Background: an optimization exercise with open tools, aiming at small area. Do not read the settings as production practice. Function was checked by simulation only, so behaviour that the tests miss may differ from the original.

==> flow/design.v (outline; a module is shown in full before it is edited, if it fits) <==
// module PE_R0: 260 lines
// module PE_R1: 260 lines
// module PE_R2: 260 lines
// module PE_R3: 260 lines
// module FA: 4 lines
// module HA: 4 lines
// module AN2: 3 lines
// module ND2: 3 lines
// module NR2: 3 lines
// module OR2: 3 lines
// module XOR2: 3 lines
// module XNR2: 3 lines
// module INV: 3 lines
// module NAND2B: 3 lines
// module AOI21: 3 lines
// module OAI21: 3 lines
// module MUXI: 3 lines
// module MUXN: 3 lines
// module MUXM: 3 lines
// module Mesh: 92 lines
module Mesh(
  input         clock,
  input  [7:0]  io_in_a_0_0,
  input  [7:0]  io_in_a_1_0,
  input  [7:0]  io_in_a_2_0,
  input  [7:0]  io_in_a_3_0,
  input  [7:0]  io_in_d_0_0,
  input  [7:0]  io_in_d_1_0,
  input  [7:0]  io_in_d_2_0,
  input  [7:0]  io_in_d_3_0,
  input  [15:0] io_in_b_0_0,
  input  [15:0] io_in_b_1_0,
  input  [15:0] io_in_b_2_0,
  input  [15:0] io_in_b_3_0,
  input         io_in_control_0_0_propagate,
  input         io_in_control_1_0_propagate,
  input         io_in_control_2_0_propagate,
  input         io_in_control_3_0_propagate,
  output [15:0] io_out_c_0_0,
  output [15:0] io_out_c_1_0,
  output [15:0] io_out_c_2_0,
  output [15:0] io_out_c_3_0
);
  // ...
==> flow/flow/run.sh <==
#!/bin/bash
# Layout with the standard flow (standard synthesis unchanged), with two
# changes: the port buffers are the smallest buffer cell, and clock tree
# synthesis inserts no dummy load cells.
set -euo pipefail
CTS="-sink_clustering_enable -repair_clock_nets -sink_clustering_size 16 -sink_clustering_max_diameter 120 -buf_list sky130_fd_sc_hd__clkbuf_8 -dont_use_dummy_load"
bash standard.sh \
  "BUFFER_PORTS_ARGS=-buffer_cell sky130_fd_sc_hd__buf_1" \
  "CTS_ARGS=$CTS" \
  finish > flow.log 2>&1
==> flow/standard.sh <==
#!/bin/bash
# synth_recipe.tcl (not shown) runs the flow's synth.tcl, then flattens the netlist and writes it again
# the make line also repeats each setting of config.mk as NAME=value (left out here)
make -C /OpenROAD-flow-scripts/flow DESIGN_CONFIG=/design/flow/config.mk WORK_HOME=/design/flow/orfs CLKGATE_MAP_FILE= SYNTH_SCRIPT=/design/flow/synth_recipe.tcl "${@:-finish}"
==> flow/config.mk <==
export PLATFORM = sky130hd
export DESIGN_NAME = Mesh
export DESIGN_NICKNAME = Mesh
export VERILOG_FILES = /design/flow/design.v
export SDC_FILE = /design/flow/constraint.sdc
export NUM_CORES = 4
export LEC_CHECK = 0
export CAP_MARGIN = 20
export CORE_MARGIN = 2
export CORE_UTILIZATION = 55
export GPL_TIMING_DRIVEN = 0
export PLACE_DENSITY = 0.7
export SLEW_MARGIN = 20
export SYNTH_HIERARCHICAL = 1
==> flow/constraint.sdc <==
create_clock -name core_clock -period 5.2 [get_ports {clock}]
set_input_delay 1.0400 -clock core_clock [delete_from_list [all_inputs] [get_ports {clock}]]
set_output_delay 1.0400 -clock core_clock [all_outputs]
set_load 0.01 [all_outputs]
==> flow_metrics.py, run 1 <==
metrics = {
    "setup_path": {
        "crit_path_cell_trace": "and2_1 -> fa_1 -> fa_1 -> fa_1 -> fa_1 -> or2_1 -> fa_1 -> fa_1 -> nor2_1 -> nand2_1 -> o21ai_2 -> a21oi_2 -> xor2_1 -> o22ai_1",
        "cp_top_family": "adder cells",
        "critPathLaunch": "row[3].col[2].a_r[2]",
        "max_stage_delay_ps": 580,
        "r2r_end": "row[3].col[2].genblk3.genblk1.pe.u.sh[15]",
        "critPathBufInv": 0,
        "endpoint_kind": "flop",
    },
    "placement": {
        "post-place-ws_ps": -50.6,
        "dpl.hpwl_um": 85800,
    },
    "run_status": {
        "outcome": "no timing/DRC/antenna violations",
    },
    "detailed_routing": {
        "wl_per_cell_um": 18.6,
        "first_pass_iters": 7,
        "dr_wl_met3_um": 5980,
        "wl_um": 113000,
        "highest_layer": "met4",
    },
    "synthesis": {
        "synthAdderAreaFrac": 0.339,
        "yosys_warnings": 11,
        "syn_inst": 4516,
        "syn_avg_cell_area_sq_um": 12.1,
        "syn-num-nets": 5577,
    },
    "finish": {
        "num_antenna_cells": 1,
        "nClkBuffers": 78,
        "clkCellAreaFrac": 0.0183,
        "final.fill_count": 7939,
        "multi_input_area_share": 0.557,
        "fin_nets": 5859,
        "n_all_buffers": 202,
    },
    "global_route": {
        "grt_max_degree": 35,
        "antenna_found_initial": 1,
        "use_met3": 0.0313,
    },
    "die": {
        "num_rows": 115,
    },
    "hold_path": {
        "min_from": "row[2].col[1].genblk3.genblk1.pe.u.sh[7]",
    },
    "cts": {
        "cts_setup_buffers": 0,
    },
    "timing": {
        "whs_ps": 301,
    },
}
==> inputs of run 2 (changes only) <==
==> flow/flow/run.sh (replaced) <==
#!/bin/bash
# Layout with the standard flow (standard synthesis unchanged), with two
# changes: the port buffers are the smallest buffer cell, and clock tree
# synthesis inserts no dummy load cells.
set -euo pipefail
CTS="-sink_clustering_enable -repair_clock_nets -sink_clustering_size 16 -sink_clustering_max_diameter 70 -buf_list sky130_fd_sc_hd__clkbuf_8 -dont_use_dummy_load"
bash standard.sh \
  "BUFFER_PORTS_ARGS=-buffer_cell sky130_fd_sc_hd__buf_1" \
  "CTS_ARGS=$CTS" \
  finish > flow.log 2>&1
==> flow_metrics.py, run 2 <==
metrics = {
    "die": {
        "die_y_um": 320,
        "start_util": 0.557,
        "num_rows": 115,
        "die_w_um": 320,
        "design.core.area_sq_um": 98600,
        "die_area_sq_um": 102000,
        "io_pins": 197,
    },
    "detailed_routing": {
        "remaining_drc_errors": 0,
        "ant_nets": 0,
        "wl_um": 113000,
        "wl_per_cell_um": 18.5,
        "first_pass_iters": 5,
        "viasPerCell": 5.45,
        "drt_iter0_drc": 2277,
        "vias": 33200,
    },
    "synthesis": {
        "synthArstFlopShare": 0,
        "ys_seq_elements": 1104,
        "yosys_warnings": 11,
        "yosys.area_share.simple": 0.112,
        "seq_area_frac_synth": 0.403,
        "synth.cell_area_sq_um": 54900,
        "synth_edf_count": 0,
        "synth_area_leaders": "dfxtp_1 (40%), fa_1 (34%), nand2_1 (6.0%), o22ai_1 (4.4%), xnor2_1 (3.4%)",
        "yosys.area.top_type": "dfxtp_1",
        "ys_types": 14,
        "synth_top_family_by_area": "adder cells",
        "muxShareOfSynthArea": 0,
        "synthMostInstantiatedCell": "dfxtp_1",
        "syn_avg_cell_area_sq_um": 12.1,
        "ys.flop_type": "dfxtp_1",
        "synth_top_area_share": 0.403,
        "synthXorXnorAreaFrac": 0.0670,
        "syn-num-nets": 5577,
        "synth_compound_area_frac": 0.0748,
        "syn_inst": 4516,
        "synthAdderAreaFrac": 0.339,
        "synth_common_cells": "dfxtp_1 (1104), fa_1 (928), nand2_1 (880), o22ai_1 (384), and2_1 (224)",
    },
    "timing": {
        "setup_viol": 0,
        "max_slew.worst_pin.slew_ps": 1060,
        "report.final.slew_viol_count": 0,
        "maxSlewHeadroom": 0.295,
        "whs_ps": 284,
        "fmax_ghz": 0.200,
        "fin_crit_sh": 0.959,
        "finalWorstSetupSlack_ps": 211,
        "final.setup_skew_ps": 76.9,
        "final.min_clock_period_ps": 4990,
        "finalHoldViolations": 0,
    },
    "finish": {
        "final.fill_count": 7936,
        "syn_to_final_growth_pct": 7.13,
        "final-seq-area_sq_um": 22200,
        "final_common_cell": "dfxtp_1",
        "top_register": "row.col.d_r",
        "multi_input_area_sq_um": 32700,
        "drive_gt1_frac": 0.0574,
        "fin_cells": 6093,
        "fin_nets": 5868,
        "fin_util": 0.596,
        "final_cell_area_sq_um": 58800,
        "final_cell_mix": "dfxtp_1 (999), fa_1 (928), nand2_1 (880)",
        "largest_reg_flops": 256,
    },
    "setup_path": {
        "cp_num_cells": 14,
        "cpMostUsedCell": "fa_1",
        "critPathBufInv": 0,
        "worstPathRequired_ps": 5860,
        "cp_top_family": "adder cells",
        "r2r_end": "row[1].col[2].genblk3.pe.u.sh[15]",
        "worst-r2r-cell-count": 14,
        "max_stage_delay_ps": 560,
        "r2r-start": "row[1].col[2].a_r[6]",
        "endpoint_kind": "flop",
        "criticalPathCategory": "flop to flop",
        "worstPathArrival_ps": 5650,
        "r2r_slack_ps": 210,
        "crit_fanout": 9,
        "cp_slowest_cell": "dfxtp_1",
        "cp-start-kind": "flop",
        "crit_path_cell_trace": "nand2_1 -> fa_1 -> fa_1 -> fa_1 -> fa_1 -> or2_1 -> fa_1 -> fa_1 -> nor2_1 -> nand2_1 -> o21ai_1 -> a21oi_2 -> xor2_1 -> o22ai_1",
    },
    "global_route": {
        "antenna_found_initial": 3,
        "use_met3": 0.0343,
        "grt_util_met2": 0.355,
        "grt.overflow.total": 0,
        "met1_usage": 0.338,
        "grt_use_total": 0.228,
        "grt_max_degree": 35,
        "busiest_layer": "met2",
        "grt_pass1_wl_um": 187000,
        "first_global_vias": 35300,
    },
    "hold_path": {
        "min_to": "row[2].col[0].d_r[9]",
        "min_path_cells": 0,
        "min_from": "row[1].col[0].genblk3.pe.u.sh[9]",
        "hold_path.class": "flop to flop",
    },
    "cts": {
        "path_clk_slew_ps": 100,
        "clock-sinks": 1104,
        "root_buffer": "clkbuf_8",
        "numCtsBuffers": 87,
        "cts_setup_buffers": 0,
        "clk_latency_ps": 770,
        "htreeDepth": 3,
        "cts_buffer_depth": 3,
        "cts_tree": "yes",
    },
    "run": {
        "drv_cap": 0,
    },
    "placement": {
        "dpl.hpwl_um": 85800,
        "placed_area_sq_um": 57300,
        "routabilityCongestion": 0.850,
        "post-place-ws_ps": -50.6,
        "port_buffers": 196,
        "dp.cells": 6004,
    },
    "run_status": {
        "outcome": "no timing/DRC/antenna violations",
    },
}
==> run 2: worst max path at each step <==
| stage | startpoint | to |
|---|---|---|
| finish | row[1].col[2].a_r[6] | row[1].col[2].genblk3.pe.u.sh[15] |
| global route | row[3].col[2].a_r[5] | row[3].col[2].genblk3.genblk1.pe.u.sh[15] |
| CTS | row[1].col[0].a_r[1] | row[1].col[0].genblk3.pe.u.acc[15] |
| detailed placement | row[1].col[3].b_r[2] | row[1].col[3].genblk3.pe.u.sh[15] |
| global placement | row[3].col[2].a_r[0] | row[3].col[2].genblk3.genblk1.pe.u.sh[15] |
| floorplan | row[1].col[0].a_r[0] | row[1].col[0].genblk3.pe.u.acc[15] |
==> run 2: kinds of logic (layout without fill, tap and decap cells) <==
logic type,Yosys count,in the layout
AO/OA/AOI/OAI,592,592
XOR/XNOR,420,420
adder cells (fa/ha/maj),928,928
buffers and inverters,64,353
flip-flops,1104,1104
other,0,1
AND/OR/NAND/NOR,1408,1408
==> run 2: area by class of cell <==
cell class	instances	area share
Multi-Input combinational cell	3348	0.556
Sequential cell	1104	0.378
Tap cell	1287	0.0274
Clock buffer	87	0.0204
Timing Repair Buffer	202	0.0138
Inverter	64	0.00409
Antenna cell	1	0.0000426
==> run 2: layer usage <==
layer / part of all wire / up-vias
met3: 0.057 / 132
met1: 0.46 / 16800
met5: 0.00025 / -
li1: - / 15300
met2: 0.47 / 965
met4: 0.017 / 4
==> run 2: timing repair <==
| item | 4_1_cts | 5_1_grt |
|---|---|---|
| endpoints found under the setup margin | 8 | 82 |
| hold buffers | 0 | 0 |
| endpoints found under the hold margin | 0 | 0 |
| resized for setup | 14 | 109 |
==> run 2: per-stage QoR <==
step | setup TNS, ps
2_1_floorplan | 0
3_3_place_gp | -94.7
3_5_place_dp | -185
4_1_cts | 0
5_1_grt | -5.15
6_report | 0
==> run 2: Yosys stat by module (local to each module, per instance), excerpt <==
module / area [sq um] / copies in the design / flops+latches / cells
PE_R3: 641 / 4 / 32 / 32
MUXN: 8.76 / 128 / 0 / 1
AN2: 6.26 / 224 / 0 / 1
XOR2: 8.76 / 208 / 0 / 1
MUXI: 6.26 / 384 / 0 / 1
ND2: 3.75 / 880 / 0 / 1
OR2: 6.26 / 80 / 0 / 1
==> inputs of run 3 (changes only) <==
--- a/flow/config.mk
+++ b/flow/config.mk
@@ -8,7 +8,7 @@
 export CAP_MARGIN = 20
 export CORE_MARGIN = 2
-export CORE_UTILIZATION = 55
+export CORE_UTILIZATION = 65
 export GPL_TIMING_DRIVEN = 0
-export PLACE_DENSITY = 0.7
+export PLACE_DENSITY = 0.8
 export SLEW_MARGIN = 20
 export SYNTH_HIERARCHICAL = 1
==> flow_metrics.py, run 3 <==
metrics = {
    "synthesis": {
        "yosys.area.top_type": "dfxtp_1",
        "synth_common_cells": "dfxtp_1 (1104), fa_1 (928), nand2_1 (880), o22ai_1 (384), and2_1 (224)",
        "synth_area_leaders": "dfxtp_1 (40%), fa_1 (34%), nand2_1 (6.0%), o22ai_1 (4.4%), xnor2_1 (3.4%)",
        "syn_avg_cell_area_sq_um": 12.1,
        "ys.flop_type": "dfxtp_1",
        "ys_types": 14,
        "syn_inst": 4516,
        "synthArstFlopShare": 0,
        "syn-num-nets": 5577,
        "synth.cell_area_sq_um": 54900,
        "yosys_warnings": 11,
        "ys_seq_elements": 1104,
        "seq_area_frac_synth": 0.403,
        "synthMostInstantiatedCell": "dfxtp_1",
        "synth_top_area_share": 0.403,
        "synth_edf_count": 0,
    },
    "detailed_routing": {
        "ant_nets": 0,
        "drt_iter0_drc": 2489,
        "vias": 33700,
        "wl_um": 112000,
        "first_pass_iters": 8,
        "wl_per_cell_um": 19.1,
        "remaining_drc_errors": 0,
        "viasPerCell": 5.72,
    },
    "finish": {
        "fin_nets": 5861,
        "drive_gt1_frac": 0.0565,
        "multi_input_area_sq_um": 32700,
        "final_cell_area_sq_um": 58400,
        "final.fill_count": 5948,
        "final_cell_mix": "dfxtp_1 (996), fa_1 (928), nand2_1 (880)",
        "final-seq-area_sq_um": 22200,
        "syn_to_final_growth_pct": 6.49,
        "final_common_cell": "dfxtp_1",
        "top_register": "row.col.d_r",
        "largest_reg_flops": 256,
    },
    "placement": {
        "port_buffers": 196,
        "routabilityCongestion": 0.865,
        "placed_area_sq_um": 57000,
        "dpl.hpwl_um": 84800,
        "post-place-ws_ps": -73.4,
    },
    "run_status": {
        "outcome": "no timing/DRC/antenna violations",
    },
    "global_route": {
        "grt_max_degree": 35,
        "antenna_found_initial": 2,
        "first_global_vias": 35900,
        "grt_use_total": 0.270,
        "grt_pass1_wl_um": 186000,
        "grt.overflow.total": 0,
    },
    "timing": {
        "setup_viol": 0,
        "maxSlewHeadroom": 0.291,
        "whs_ps": 303,
        "finalHoldViolations": 0,
        "finalWorstSetupSlack_ps": 179,
        "fin_crit_sh": 0.966,
        "final.setup_skew_ps": 82.0,
        "report.final.slew_viol_count": 0,
        "fin_setup_tns_ps": 0,
        "final.min_clock_period_ps": 5020,
        "max_slew.worst_pin.slew_ps": 1060,
        "fmax_ghz": 0.199,
    },
    "setup_path": {
        "cp-start-kind": "flop",
        "endpoint_kind": "flop",
        "worstPathRequired_ps": 5810,
        "criticalPathCategory": "flop to flop",
        "worstPathArrival_ps": 5630,
        "crit_fanout": 9,
    },
    "cts": {
        "hold_buffers": 0,
        "clock-sinks": 1104,
        "htreeDepth": 3,
        "cts_buffer_depth": 3,
        "clk_latency_ps": 740,
        "numCtsBuffers": 81,
        "cts_tree": "yes",
        "path_clk_slew_ps": 100,
        "root_buffer": "clkbuf_8",
    },
    "die": {
        "die_w_um": 295,
        "die_area_sq_um": 86800,
        "die_y_um": 295,
        "design.core.area_sq_um": 83600,
        "io_pins": 197,
        "num_rows": 106,
        "start_util": 0.657,
    },
    "hold_path": {
        "hold_path.class": "flop to flop",
    },
    "run": {
        "drv_cap": 0,
    },
}
run 3: cell counts after synthesis:
No cell type changed its count.
run 3: worst max-delay path, stage by stage, from the launching register on:
cell and delay [ps]:
dfxtp_1 530, nand2_1 130, fa_1 440, fa_1 470
fa_1 460, fa_1 430, fa_1 440, fa_1 440
xor2_1 280, a21oi_2 140, o21ai_2 290, inv_1 70
o21ai_1 270, a21oi_2 90, xor2_1 180, o22ai_1 260
run 3: area by class of cell:
class	instances	area share
well taps	1080	0.0231
flip-flops and latches	1104	0.381
inverters	64	0.00411
clock buffers	81	0.0191
multi-input cells	3348	0.559
repair buffers	201	0.0137
diodes	2	0.0000857
run 3: per-module statistics from Yosys, one instance, submodules excluded, a selection:
module / flops+latches / times used / area [sq um] / cells
XOR2: 0 / 208 / 8.76 / 1
Mesh: 592 / 1 / 11900 / 592
MUXN: 0 / 128 / 8.76 / 1
OR2: 0 / 80 / 6.26 / 1
OAI21: 0 / 32 / 5.00 / 1
AN2: 0 / 224 / 6.26 / 1
NR2: 0 / 176 / 3.75 / 1
ND2: 0 / 880 / 3.75 / 1
XNR2: 0 / 212 / 8.76 / 1
INV: 0 / 64 / 3.75 / 1
FA: 0 / 928 / 20.0 / 1
run 3: metal layers:
| layer | vias up | part of all wire | GRT usage |
|---|---|---|---|
| li1 | 15200 | - | - |
| met1 | 17100 | 0.44 | 0.392 |
| met2 | 1160 | 0.47 | 0.427 |
| met3 | 200 | 0.061 | 0.0409 |
| met4 | 0 | 0.025 | 0.0759 |
| met5 | - | 0 | 0 |
run 3: final timing paths:
path / startpoint / to / slack (ps) / cells after the start
worst max-delay path: row[1].col[2].b_r[0] / row[1].col[2].genblk3.pe.u.sh[15] / 180 / 15
worst min-delay path: row[3].col[0].genblk3.genblk1.pe.u.sh[10] / out_0[10] / 300 / 0
worst max register to register: row[1].col[2].b_r[0] / row[1].col[2].genblk3.pe.u.sh[15] / 180 / 15
worst min register to register: row[3].col[0].genblk3.genblk1.pe.u.sh[10] / out_0[10] / 300 / 0
run 3: metrics by stage:
stage	util	cells
after floorplan	-	4516
after global placement	0.682	5792
after detailed placement	0.683	5796
after CTS	0.696	5877
after global routing	0.699	5880
final	0.699	5880
run 3: kinds of logic after synthesis:
family,after synthesis,synth area share
buffers and inverters,64,0.00438
AO/OA/AOI/OAI,592,0.0748
XOR/XNOR,420,0.0670
adder cells (fa/ha/maj),928,0.339
AND/OR/NAND/NOR,1408,0.112
flip-flops,1104,0.403
run 3: what timing repair did:
item,in CTS,in global routing
pin swaps,0,0
buffers inserted,0,0
gates resized for setup,15,111
setup endpoints to repair,14,74
==> inputs of run 4 (changes only) <==
--- a/flow/config.mk
+++ b/flow/config.mk
@@ -8,7 +8,7 @@
 export CAP_MARGIN = 20
 export CORE_MARGIN = 2
-export CORE_UTILIZATION = 65
+export CORE_UTILIZATION = 70
 export GPL_TIMING_DRIVEN = 0
-export PLACE_DENSITY = 0.8
+export PLACE_DENSITY = 0.85
 export SLEW_MARGIN = 20
 export SYNTH_HIERARCHICAL = 1
==> flow_metrics.py, run 4 <==
metrics = {
    "run_status": {
        "outcome": "no timing/DRC/antenna violations",
    },
    "synthesis": {
        "syn-num-nets": 5577,
        "synth.cell_area_sq_um": 54900,
        "synth_top_area_share": 0.403,
        "seq_area_frac_synth": 0.403,
        "ys_seq_elements": 1104,
        "syn_avg_cell_area_sq_um": 12.1,
        "synth_edf_count": 0,
        "yosys_warnings": 11,
        "ys_types": 14,
        "synth_common_cells": "dfxtp_1 (1104), fa_1 (928), nand2_1 (880), o22ai_1 (384), and2_1 (224)",
        "synthMostInstantiatedCell": "dfxtp_1",
        "syn_inst": 4516,
        "ys.flop_type": "dfxtp_1",
        "synth_area_leaders": "dfxtp_1 (40%), fa_1 (34%), nand2_1 (6.0%), o22ai_1 (4.4%), xnor2_1 (3.4%)",
        "synthArstFlopShare": 0,
        "yosys.area.top_type": "dfxtp_1",
    },
    "placement": {
        "post-place-ws_ps": -73.3,
        "routabilityCongestion": 0.878,
        "dpl.hpwl_um": 86100,
        "dp.cells": 5758,
        "port_buffers": 196,
    },
    "setup_path": {
        "criticalPathCategory": "flop to flop",
        "worstPathArrival_ps": 5570,
        "critPathLaunch": "row[2].col[0].a_r[1]",
        "cp-start-kind": "flop",
        "endpoint_kind": "flop",
        "crit_fanout": 10,
        "r2r-start": "row[2].col[0].a_r[1]",
        "worstPathRequired_ps": 5750,
        "r2r_slack_ps": 180,
    },
    "detailed_routing": {
        "wl_per_cell_um": 19.7,
        "wl_um": 115000,
        "remaining_drc_errors": 0,
        "drt_iter0_drc": 2732,
        "ant_nets": 0,
        "viasPerCell": 5.89,
        "vias": 34400,
        "first_pass_iters": 6,
    },
    "global_route": {
        "grt_use_total": 0.292,
        "first_global_vias": 37100,
        "antenna_found_initial": 2,
        "grt_max_degree": 35,
        "grt.overflow.total": 0,
        "grt_pass1_wl_um": 189000,
    },
    "cts": {
        "cts_buffer_depth": 3,
        "cts_setup_buffers": 0,
        "htreeDepth": 3,
        "cts_resized": 13,
        "numCtsBuffers": 80,
        "cts_tree": "yes",
        "hold_buffers": 0,
        "path_clk_slew_ps": 100,
        "root_buffer": "clkbuf_8",
        "clk_latency_ps": 710,
        "clock-sinks": 1104,
    },
    "finish": {
        "top_register": "row.col.d_r",
        "syn_to_final_growth_pct": 6.44,
        "final_cell_mix": "dfxtp_1 (1001), fa_1 (928), nand2_1 (880)",
        "final.fill_count": 4864,
        "fin_util": 0.754,
        "fin_cells": 5839,
        "fin_nets": 5861,
        "drive_gt1_frac": 0.0563,
        "largest_reg_flops": 256,
        "final_common_cell": "dfxtp_1",
    },
    "timing": {
        "final.setup_skew_ps": 45.7,
        "fin_crit_sh": 0.965,
        "final.min_clock_period_ps": 5020,
        "whs_ps": 302,
        "finalHoldViolations": 0,
        "setup_viol": 0,
        "max_slew.worst_pin.slew_ps": 1080,
        "fmax_ghz": 0.199,
        "maxSlewHeadroom": 0.277,
        "finalWorstSetupSlack_ps": 180,
        "report.final.slew_viol_count": 0,
    },
    "die": {
        "die_y_um": 284,
        "die_w_um": 284,
        "start_util": 0.708,
        "num_rows": 102,
        "io_pins": 197,
        "design.core.area_sq_um": 77500,
        "die_area_sq_um": 80600,
    },
    "run": {
        "drv_cap": 0,
    },
    "hold_path": {
        "hold_path.class": "flop to flop",
        "min_from": "row[2].col[2].genblk3.genblk1.pe.u.sh[3]",
    },
}
run 4: cell counts after synthesis:
Identical to the previous run, type by type.
run 4: path summary, 6_finish.rpt:
kind                                                     end  depth (start not counted)
setup / recovery  row[2].col[0].genblk3.genblk1.pe.u.acc[15]                         15
setup reg to reg  row[2].col[0].genblk3.genblk1.pe.u.acc[15]                         15
hold reg to reg                         row[3].col[2].d_r[3]                          0
hold / removal                          row[3].col[2].d_r[3]                          0
run 4: metrics by stage:
step	area, sq um	setup TNS [ps]
global placement	56900	0
global route	58400	-97.6
floorplan	54900	0
finish	58400	0
CTS	58100	0
detailed placement	57000	-244
run 4: critical path, stage by stage, from the launching register on:
cell and delay [ps]:
dfxtp_2 500, nand2_1 130, fa_1 490, fa_1 440, fa_1 460, fa_1 430, fa_1 440, fa_1 500
nor2_1 240, a21oi_2 140, o21ai_2 310, inv_1 80, o21ai_1 260, a21oi_2 90, xnor2_1 210, o22ai_1 140
run 4: Yosys stat by module (local to each module, per instance), excerpt:
module | flip-flops and latches | area, sq um | cells | copies in the design
FA | 0 | 20.0 | 1 | 928
MUXN | 0 | 8.76 | 1 | 128
PE_R3 | 32 | 641 | 32 | 4
PE_R0 | 32 | 641 | 32 | 4
AOI21 | 0 | 8.76 | 1 | 48
MUXI | 0 | 6.26 | 1 | 384
ND2 | 0 | 3.75 | 1 | 880
run 4: kinds of logic (layout without fill, tap and decap cells):
| group | count (synthesis) | in the layout | synth area share |
|---|---|---|---|
| simple gates | 1408 | 1408 | 0.112 |
| flops | 1104 | 1104 | 0.403 |
| fa+ha+maj | 928 | 928 | 0.339 |
| compound gates | 592 | 592 | 0.0748 |
| xor+xnor | 420 | 420 | 0.0670 |
| buf+inv | 64 | 346 | 0.00438 |
| other cells | 0 | 1 | 0 |
run 4: final cells by class:
| class | instances | area (sq um) | area share |
|---|---|---|---|
| diodes | 1 | 2.50 | 0.0000429 |
| clock buffers | 80 | 1100 | 0.0189 |
| inverters | 64 | 240 | 0.00411 |
| multi-input cells | 3348 | 32700 | 0.560 |
| flip-flops and latches | 1104 | 22200 | 0.381 |
| well taps | 1040 | 1300 | 0.0223 |
| repair buffers | 202 | 811 | 0.0139 |
run 4: metal layers:
metal | part of all wire | GRT usage | wire, um
met1 | 0.42 | 0.412 | 48300
met2 | 0.49 | 0.473 | 56000
met3 | 0.070 | 0.0481 | 8020
met4 | 0.022 | 0.0849 | 2540
met5 | 0.00011 | 0 | 13
==> inputs of run 5 (changes only) <==
==> flow/flow/run.sh (replaced) <==
#!/bin/bash
# Layout with the standard flow (standard synthesis unchanged), with two
# changes: the port buffers are the smallest buffer cell, and clock tree
# synthesis inserts no dummy load cells.
set -euo pipefail
CTS="-sink_clustering_enable -repair_clock_nets -sink_clustering_size 16 -sink_clustering_max_diameter 90 -buf_list sky130_fd_sc_hd__clkbuf_8 -dont_use_dummy_load"
bash standard.sh \
  "BUFFER_PORTS_ARGS=-buffer_cell sky130_fd_sc_hd__buf_1" \
  "CTS_ARGS=$CTS" \
  finish > flow.log 2>&1
--- a/flow/config.mk
+++ b/flow/config.mk
@@ -8,7 +8,7 @@
 export CAP_MARGIN = 20
 export CORE_MARGIN = 2
-export CORE_UTILIZATION = 70
+export CORE_UTILIZATION = 65
 export GPL_TIMING_DRIVEN = 0
-export PLACE_DENSITY = 0.85
+export PLACE_DENSITY = 0.8
 export SLEW_MARGIN = 20
 export SYNTH_HIERARCHICAL = 1
==> flow_metrics.py, run 5 <==
metrics = {
    "run_status": {
        "outcome": "no timing/DRC/antenna violations",
    },
    "placement": {
        "dpl.hpwl_um": 84800,
        "dp.cells": 5796,
        "routabilityCongestion": 0.865,
        "port_buffers": 196,
    },
    "setup_path": {
        "r2r_slack_ps": 150,
        "criticalPathCategory": "flop to flop",
        "crit_fanout": 10,
        "cp-start-kind": "flop",
        "endpoint_kind": "flop",
        "worstPathRequired_ps": 5790,
        "critPathLaunch": "row[1].col[2].a_r[1]",
        "r2r-start": "row[1].col[2].a_r[1]",
        "worstPathArrival_ps": 5640,
        "worst-r2r-cell-count": 15,
    },
    "synthesis": {
        "synth_edf_count": 0,
        "ys_seq_elements": 1104,
        "synth_common_cells": "dfxtp_1 (1104), fa_1 (928), nand2_1 (880), o22ai_1 (384), and2_1 (224)",
        "seq_area_frac_synth": 0.403,
        "synthXorXnorAreaFrac": 0.0670,
        "yosys_warnings": 11,
        "syn-num-nets": 5577,
        "synth_top_area_share": 0.403,
        "synth_compound_area_frac": 0.0748,
        "synth.cell_area_sq_um": 54900,
        "syn_inst": 4516,
        "synthArstFlopShare": 0,
        "muxShareOfSynthArea": 0,
        "yosys.area_share.simple": 0.112,
        "ys.flop_type": "dfxtp_1",
        "syn_avg_cell_area_sq_um": 12.1,
        "synth_top_family_by_area": "adder cells",
        "synth_area_leaders": "dfxtp_1 (40%), fa_1 (34%), nand2_1 (6.0%), o22ai_1 (4.4%), xnor2_1 (3.4%)",
        "ys_types": 14,
        "synthAdderAreaFrac": 0.339,
        "synthMostInstantiatedCell": "dfxtp_1",
        "yosys.area.top_type": "dfxtp_1",
    },
    "global_route": {
        "grt.overflow.total": 0,
        "antenna_found_initial": 1,
        "first_global_vias": 36000,
        "grt_max_degree": 35,
        "grt_use_total": 0.268,
        "grt_pass1_wl_um": 185000,
    },
    "cts": {
        "clock-sinks": 1104,
        "clk_latency_ps": 730,
        "htreeDepth": 3,
        "root_buffer": "clkbuf_8",
        "cts_setup_buffers": 0,
        "path_clk_slew_ps": 100,
        "cts_buffer_depth": 3,
        "cts_resized": 18,
        "numCtsBuffers": 79,
        "cts_tree": "yes",
        "hold_buffers": 0,
    },
    "die": {
        "die_area_sq_um": 86800,
        "num_rows": 106,
        "die_y_um": 295,
        "start_util": 0.657,
        "design.core.area_sq_um": 83600,
        "die_w_um": 295,
        "io_pins": 197,
    },
    "run": {
        "drv_cap": 0,
    },
    "detailed_routing": {
        "wl_per_cell_um": 19.1,
        "viasPerCell": 5.77,
        "remaining_drc_errors": 0,
        "first_pass_iters": 6,
        "vias": 33900,
        "wl_um": 112000,
        "ant_nets": 0,
        "drt_iter0_drc": 2443,
    },
    "finish": {
        "drive_gt1_frac": 0.0578,
        "largest_reg_flops": 256,
        "final_cell_mix": "dfxtp_1 (989), fa_1 (928), nand2_1 (880)",
        "syn_to_final_growth_pct": 6.48,
        "fin_cells": 5878,
        "fin_nets": 5859,
        "final_common_cell": "dfxtp_1",
        "top_register": "row.col.d_r",
    },
    "timing": {
        "finalHoldViolations": 0,
        "maxSlewHeadroom": 0.287,
        "setup_viol": 0,
        "report.final.slew_viol_count": 0,
        "max_slew.worst_pin.slew_ps": 1070,
        "whs_ps": 317,
        "fin_crit_sh": 0.972,
        "final.min_clock_period_ps": 5050,
        "fin_setup_tns_ps": 0,
        "fmax_ghz": 0.198,
        "final.setup_skew_ps": 59.9,
    },
    "hold_path": {
        "min_path_cells": 0,
        "min_from": "row[2].col[2].genblk3.genblk1.pe.u.sh[2]",
        "hold_path.class": "flop to flop",
    },
}
==> run 5: cell counts after synthesis <==
No cell type changed its count.
==> run 5: cell families after synthesis <==
family,count (synthesis)
and+or+nand+nor,1408
DFF,1104
adders and majority gates,928
AOI/OAI and AO/OA,592
xor gates and xnor gates,420
buffers and inverters,64
==> run 5: layer usage <==
layer	routed length, um	global-route usage	vias up
li1	-	-	15200
met1	49300	0.390	17200
met2	53400	0.428	1211
met3	6810	0.0376	201
met4	2460	0.0745	0
met5	0	0	-
==> run 5: layout make-up <==
cell class	count	area, sq um
Antenna cell	2	5.00
Clock buffer	79	1090
Fill cell	5980	25100
Inverter	64	240
Multi-Input combinational cell	3348	32700
Sequential cell	1104	22300
Tap cell	1080	1350
Timing Repair Buffer	201	800
==> run 5: path summary, 6_finish.rpt <==
path	end
worst max-delay path	row[1].col[2].genblk3.pe.u.sh[15]
worst min-delay path	row[3].col[2].d_r[2]
worst max register to register	row[1].col[2].genblk3.pe.u.sh[15]
worst min register to register	row[3].col[2].d_r[2]
==> run 5: per-stage QoR <==
step / setup WS (ps) / cell area (sq um) / utilization
final: 147 / 58400 / 0.699
after global routing: -12.9 / 58400 / 0.699
after CTS: 9.87 / 58200 / 0.696
after detailed placement: -73.4 / 57000 / 0.683
after global placement: 11.4 / 57000 / 0.682
after floorplan: 568 / 54900 / -
==> run 5: Yosys stat by module (local to each module, per instance), a selection <==
| module | cell area [sq um] | flip-flops and latches | times used | cells |
|---|---|---|---|---|
| AN2 | 6.26 | 0 | 224 | 1 |
| PE_R1 | 641 | 32 | 4 | 32 |
| FA | 20.0 | 0 | 928 | 1 |
| MUXI | 6.26 | 0 | 384 | 1 |
| Mesh | 11900 | 592 | 1 | 592 |
| XNR2 | 8.76 | 0 | 212 | 1 |
| OR2 | 6.26 | 0 | 80 | 1 |
| NAND2B | 6.26 | 0 | 48 | 1 |
| OAI21 | 5.00 | 0 | 32 | 1 |
| NR2 | 3.75 | 0 | 176 | 1 |
| MUXN | 8.76 | 0 | 128 | 1 |
| PE_R3 | 641 | 32 | 4 | 32 |
| AOI21 | 8.76 | 0 | 48 | 1 |
==> run 5: worst max-delay path: stages (launching register included) <==
cell     delay (ps)
dfxtp_2         480
nand2_1         120
fa_1            480
fa_1            440
fa_1            460
fa_1            430
fa_1            440
fa_1            440
xor2_1          300
a21oi_2         140
o21ai_2         310
inv_1            70
o21ai_1         270
a21oi_2         100
xor2_1          180
o22ai_1         270

what the ideal ports hide:
Ports are ideal in the flow. The routed layouts listed here were re-timed in OpenROAD. Step 1 assumes that a clkbuf_16 drives the clock port and a buf_2 every other input. Step 2 times the ports against the registers' clock, not the clock port: input delays grow and output delays shrink by t, the midpoint of the rising clock arrivals with the driver on. a / b / c = ideal / step 1 / step 2; a / b = the first two.
run | t (ns) | slack for setup (ns) | worst setup path after step 2 | worst slew at a driven data input, ns
run 1 | 0.786 | 0.207 / 0.207 / 0.207 | register to register | 0.05
run 2 | 0.798 | 0.211 / 0.211 / 0.211 | register to register | 0.05
run 3 | 0.757 | 0.179 / 0.179 / 0.179 | register to register | 0.10
run 4 | 0.750 | 0.180 / 0.180 / 0.180 | register to register | 0.04
run 5 | 0.762 | 0.147 / 0.147 / 0.147 | register to register | 0.09
After both steps every run listed still meets setup and hold.
